Context: an optimization exercise on an open-source flow, tuned for small area and a short achievable clock period. The choices shown serve that exercise and are no tape-out recipe. RTL that was checked went through simulation tests only; none was proved equivalent to the original.

Setup of build 94:
// ntt_block_radix2_pipelined
module ntt_block_radix2_pipelined (
    input  logic         clk,
    input  logic         reset,
    input  logic         data_valid_in,
    input  logic         iNTT_mode,
    input  logic [127:0] Data_in,
    output logic [127:0] Data_out,
    output logic         data_valid_out,
    output logic         mode_out
);
Size in the first run: about 2100 cells after synthesis, about 260 I/O pins.
clock: 65.0 ns
lec_check: 0
cap_margin: 20
core_margin: 2
core_utilization: 55
slew_margin: 20
synth_hierarchical: 1
synth_minimum_keep_size: 0
standard.sh (not shown) runs the stock make flow with config.mk's settings and CLKGATE_MAP_FILE= SYNTH_SCRIPT=/design/flow/synth_recipe.tcl, a recipe that flattens the netlist after the stock synthesis.
==> flow/flow/run.sh <==
#!/bin/bash
# Standard ORFS layout of the standard synthesis. Differences from the default flow:
# ports are buffered with buf_1
# and the CTS sink clustering is set explicitly.
set -o pipefail
bash standard.sh "BUFFER_PORTS_ARGS=-buffer_cell sky130_fd_sc_hd__buf_1"  "CTS_CLUSTER_SIZE=30" "CTS_CLUSTER_DIAMETER=150" finish > standard.log 2>&1
Relative to build 94, the following input files were edited for build 87:
# build 94
export LEC_CHECK = 0
export CAP_MARGIN = 20
export CORE_MARGIN = 2
export CORE_UTILIZATION = 55
export SLEW_MARGIN = 20
export SYNTH_HIERARCHICAL = 1
export SYNTH_MINIMUM_KEEP_SIZE = 0
create_clock -name core_clock -period 65.0 [get_ports {clk}]
# build 87
export LEC_CHECK = 0
export CAP_MARGIN = 20
export CORE_MARGIN = 2
export CORE_UTILIZATION = 45
export SLEW_MARGIN = 20
export SYNTH_HIERARCHICAL = 1
export SYNTH_MINIMUM_KEEP_SIZE = 0
create_clock -name core_clock -period 65.0 [get_ports {clk}]
==> flow/flow/run.sh <==
#!/bin/bash
# Standard ORFS layout with the standard synthesis; only placement/CTS options differ.
set -o pipefail
bash standard.sh  "BUFFER_PORTS_ARGS=-buffer_cell sky130_fd_sc_hd__buf_2" "CTS_CLUSTER_SIZE=30" "CTS_CLUSTER_DIAMETER=150" finish > standard.log 2>&1
[summary]
On tap cell instance count: between build 94 and build 87, it ends up higher for build 87.
[diff] routed wire length, build 87 relative to build 94: regression
On net total in the final layout, build 87 tracks build 94 almost exactly.
Taking build 94 over build 87, the height of the die ratio works out to 0.906.
On maximum frequency from static timing analysis, build 94 and build 87 are neck and neck.
Per the comparison of build 87 with build 94, utilization moved down, total of clock buffers placed in the layout +4.5%, sequential share of layout area decreased 0.59 points.
Input-level comparison between build 11 and build 87:
# build 87
export LEC_CHECK = 0
export CAP_MARGIN = 20
export CORE_MARGIN = 2
export CORE_UTILIZATION = 45
export SLEW_MARGIN = 20
export SYNTH_HIERARCHICAL = 1
export SYNTH_MINIMUM_KEEP_SIZE = 0
create_clock -name core_clock -period 65.0 [get_ports {clk}]
# build 11
export LEC_CHECK = 0
export CAP_MARGIN = 20
export CORE_MARGIN = 2
export CORE_UTILIZATION = 55
export SLEW_MARGIN = 20
export SYNTH_HIERARCHICAL = 1
export SYNTH_MINIMUM_KEEP_SIZE = 0
create_clock -name core_clock -period 65.0 [get_ports {clk}]
==> flow/flow/run.sh <==
#!/bin/bash
# Standard ORFS layout of the standard synthesis. Differences from the default flow:
# ports are buffered with buf_1 and the output-port buffers are then resized to buf_2
# (flow/post_gpl.tcl), and the CTS sink clustering is set explicitly.
set -o pipefail
bash standard.sh "POST_GLOBAL_PLACE_TCL=$PWD/flow/post_gpl.tcl" "BUFFER_PORTS_ARGS=-buffer_cell sky130_fd_sc_hd__buf_1"  "CTS_CLUSTER_SIZE=30" "CTS_CLUSTER_DIAMETER=150" finish > standard.log 2>&1
==> flow/flow/post_gpl.tcl (new file) <==
# The standard port buffering used buf_1 on every port; give the output ports a buf_2 instead.
set block [ord::get_db_block]
foreach bterm [$block getBTerms] {
  if {[$bterm getIoType] ne "OUTPUT"} { continue }
  set net [$bterm getNet]
  if {$net eq "NULL"} { continue }
  foreach iterm [$net getITerms] {
    if {![$iterm isOutputSignal]} { continue }
    set inst [$iterm getInst]
    if {[[$inst getMaster] getName] eq "sky130_fd_sc_hd__buf_1"} {
      replace_cell [get_cells [$inst getName]] sky130_fd_sc_hd__buf_2
    }
  }
}
## What came out
Compare build 87 and build 11 | amount of wire on met2 after detailed routing lower: build 11. For number of flops mapped to enable cells by yosys, build 11 and build 87 come out practically identical. Compare build 87 and build 11 | insertion delay of the later-clocked pin in the worst-skew pair higher: build 87. The final reports for build 11 and build 87 show utilization after layout higher in the former.
--- input diff build 11..build 17 ---
diff --git a/flow/flow/run.sh b/flow/flow/run.sh
--- a/flow/flow/run.sh
+++ b/flow/flow/run.sh
@@ -6 +6 @@
-bash standard.sh "POST_GLOBAL_PLACE_TCL=$PWD/flow/post_gpl.tcl" "BUFFER_PORTS_ARGS=-buffer_cell sky130_fd_sc_hd__buf_1"  "CTS_CLUSTER_SIZE=30" "CTS_CLUSTER_DIAMETER=150" finish > standard.log 2>&1
+bash standard.sh "POST_GLOBAL_PLACE_TCL=$PWD/flow/post_gpl.tcl" "BUFFER_PORTS_ARGS=-buffer_cell sky130_fd_sc_hd__buf_1"  "CTS_ARGS=-sink_clustering_enable -repair_clock_nets -sink_clustering_size 30 -sink_clustering_max_diameter 150 -balance_levels" finish > standard.log 2>&1
### Flow results
Build 17: flow completed, timing, DRC and antenna clean. Reported for build 17 and build 11, final wirelength turned out identical to the last digit. As far as met3 layer wire length in the routed design goes, build 11 and build 17 are indistinguishable; the numbers are identical. Share of cell area taken by flip-flops and latches came out exactly the same in build 17 and build 11. Re pin count of the biggest net entering global routing: no difference whatsoever between build 17 and build 11. Number of cells on the critical path came out exactly the same in build 17 and build 11. Looking at build 17 and build 11, the via count is a wash. Fraction of synthesized cell area in xor and xnor cells: build 11 vs build 17 identical. Count of buffers not belonging to the clock network in the layout came out exactly the same in build 17 and build 11.


Setup of run C:
ntt_block_radix2_pipelined, a different RTL version from the one above (not shown whole).
Size in the first run: roughly 2700 cells after synthesis, ~260 I/O pins, about 0.032 sq mm of cells after synthesis.
clock: 65.0 ns
lec_check: 0
cap_margin: 20
core_margin: 2
core_utilization: 45
slew_margin: 20
==> flow/flow/run.sh <==
#!/bin/bash
# Standard ORFS layout with the standard synthesis; only placement/CTS options differ.
set -o pipefail
bash standard.sh  "BUFFER_PORTS_ARGS=-buffer_cell sky130_fd_sc_hd__buf_1" "CTS_CLUSTER_SIZE=30" "CTS_CLUSTER_DIAMETER=150" finish > standard.log 2>&1
Run C did not stop at any stage, and its layout met the timing, DRC and antenna checks.
diff inputs: run C => run D
==> flow/flow/run.sh <==
#!/bin/bash
# Standard ORFS layout with the standard synthesis; only port-buffer cells and CTS clustering differ.
set -o pipefail
bash standard.sh "POST_GLOBAL_PLACE_TCL=$PWD/flow/post_gpl.tcl" "BUFFER_PORTS_ARGS=-buffer_cell sky130_fd_sc_hd__buf_1" "CTS_CLUSTER_SIZE=30" "CTS_CLUSTER_DIAMETER=150" finish > standard.log 2>&1
==> flow/flow/post_gpl.tcl (new file) <==
# The standard port buffering used buf_1 on every port; give the output ports a buf_2 instead.
foreach port [get_ports -quiet *] {
  if {[get_property $port direction] ne "output"} { continue }
  set net [get_nets -quiet -of_objects $port]
  if {$net eq ""} { continue }
  foreach pin [get_pins -quiet -of_objects $net -filter "direction==output"] {
    set inst [get_cells -of_objects $pin]
    if {[get_property $inst ref_name] eq "sky130_fd_sc_hd__buf_1"} {
      replace_cell $inst sky130_fd_sc_hd__buf_2
    }
  }
}
[summary]
- Reported for run C and run D, simple-gate portion of the synthesized area turned out identical to the last digit.
- Run D did not run to completion, as it errored out during global placement.
- Delta (run D minus run C): synthesized cell area level; xor and xnor area share after synthesis did not really move.
- In terms of vertical die dimension, run D and run C differ only marginally.
- As far as number of placed I/O pins goes, run D and run C are indistinguishable; the numbers are identical.
- Re synthesized cell count: no difference whatsoever between run D and run C.
- Comparing run D against run C, there is no change at all in starting density of the core.
- Diff run C -> run D: portion of the post-synthesis area used by sequential elements essentially unchanged; proportion of synthesized area in mux cells essentially unchanged.
Function was not checked in any run of this note: the RTL went through the layout flow alone.


Setup of xenon:
ntt_block_radix2_pipelined, a different RTL version from the one above (not shown whole).
Size: about 2600 cells after synthesis, about 540 flip-flops, ~260 I/O pins, about 32000 sq um of cells after synthesis.
clock: 65.0 ns
lec_check: 0
cap_margin: 20
core_margin: 2
core_utilization: 45
slew_margin: 20
==> flow/flow/run.sh <==
#!/bin/bash
# Standard ORFS layout (standard synthesis unchanged); only the cell used to buffer the ports differs.
set -o pipefail
bash standard.sh "BUFFER_PORTS_ARGS=-buffer_cell sky130_fd_sc_hd__buf_2" finish > standard.log 2>&1
Inputs modified between xenon and raven:
- putting CTS_BUF_LIST at sky130_fd_sc_hd__clkbuf_4 sky130_fd_sc_hd__clkbuf_8 where nothing was set
==> flow/run.sh (new file) <==
#!/bin/bash
# synth_recipe.tcl (not shown) runs the flow's synth.tcl, then flattens the netlist and writes it again
# the make line also repeats each setting of config.mk as NAME=value (left out here)
make -C /OpenROAD-flow-scripts/flow DESIGN_CONFIG=/design/flow/config.mk WORK_HOME=/design/flow/orfs CLKGATE_MAP_FILE= SYNTH_SCRIPT=/design/flow/synth_recipe.tcl finish
removed: flow/flow/run.sh
removed: flow/standard.sh
==> comparison <==
- raven went all the way through synthesis, placement and routing and the layout is clean on timing, DRC and antenna.
- xenon did not stop at any stage, and its layout met the timing, DRC and antenna checks.
- Looking at transition time of the tightest slew-check pin, raven sits 0.025 ns higher than xenon does.
- In raven the number of design-rule violations left by the first detailed-router iteration turned out about 9% lower than in xenon.
- Delta (raven minus xenon): utilization after layout up 1.9 points; number of violations of the max-capacitance limit has remained practically unchanged.
- Delay of the slowest critical-path stage | raven above xenon
- The non-clock buffer contribution to total cell area number comes out higher for raven vs xenon.
Function was not checked in any run of this note: the RTL went through the layout flow alone.

## static timing again, ports no longer ideal
Ports are ideal in the flow. The routed layouts listed here were re-timed in OpenROAD. Step 1 assumes that a clkbuf_16 drives the clock port and a buf_2 every other input. Step 2 adds t to the input delays and takes it off the output delays; t is the mean of the earliest and latest rising clock arrival at the registers after step 1. Input paths then give back, and output paths get back, about the clock's delay inside the block. a / b / c = ideal ports / drivers / drivers and shift; a / b = the first two.
run | shift t [ns] | setup slack, ns | worst setup path after step 2 | worst register clock-pin slew, ns | worst slew at a driven data input, ns
build 94 | 0.628 | 50.914 / 50.852 / 51.405 | register to register | 0.12 / 0.12 | 0.08
build 87 | 0.634 | 50.949 / 50.893 / 51.527 | register to output | 0.12 / 0.12 | 0.06
build 11 | 0.621 | 50.959 / 50.900 / 51.402 | register to register | 0.11 / 0.11 | 0.08
build 17 | 0.621 | 50.959 / 50.900 / 51.402 | register to register | 0.11 / 0.11 | 0.08
run C | 0.664 | 50.897 / 50.838 / 51.453 | register to register | 0.11 / 0.11 | 0.08
xenon | 0.682 | 50.882 / 50.818 / 51.266 | register to register | 0.06 / 0.06 | 0.05
raven | 0.748 | 50.425 / 50.365 / 51.114 | register to output | 0.07 / 0.07 | 0.08
After both steps setup and hold are still met in every run listed.
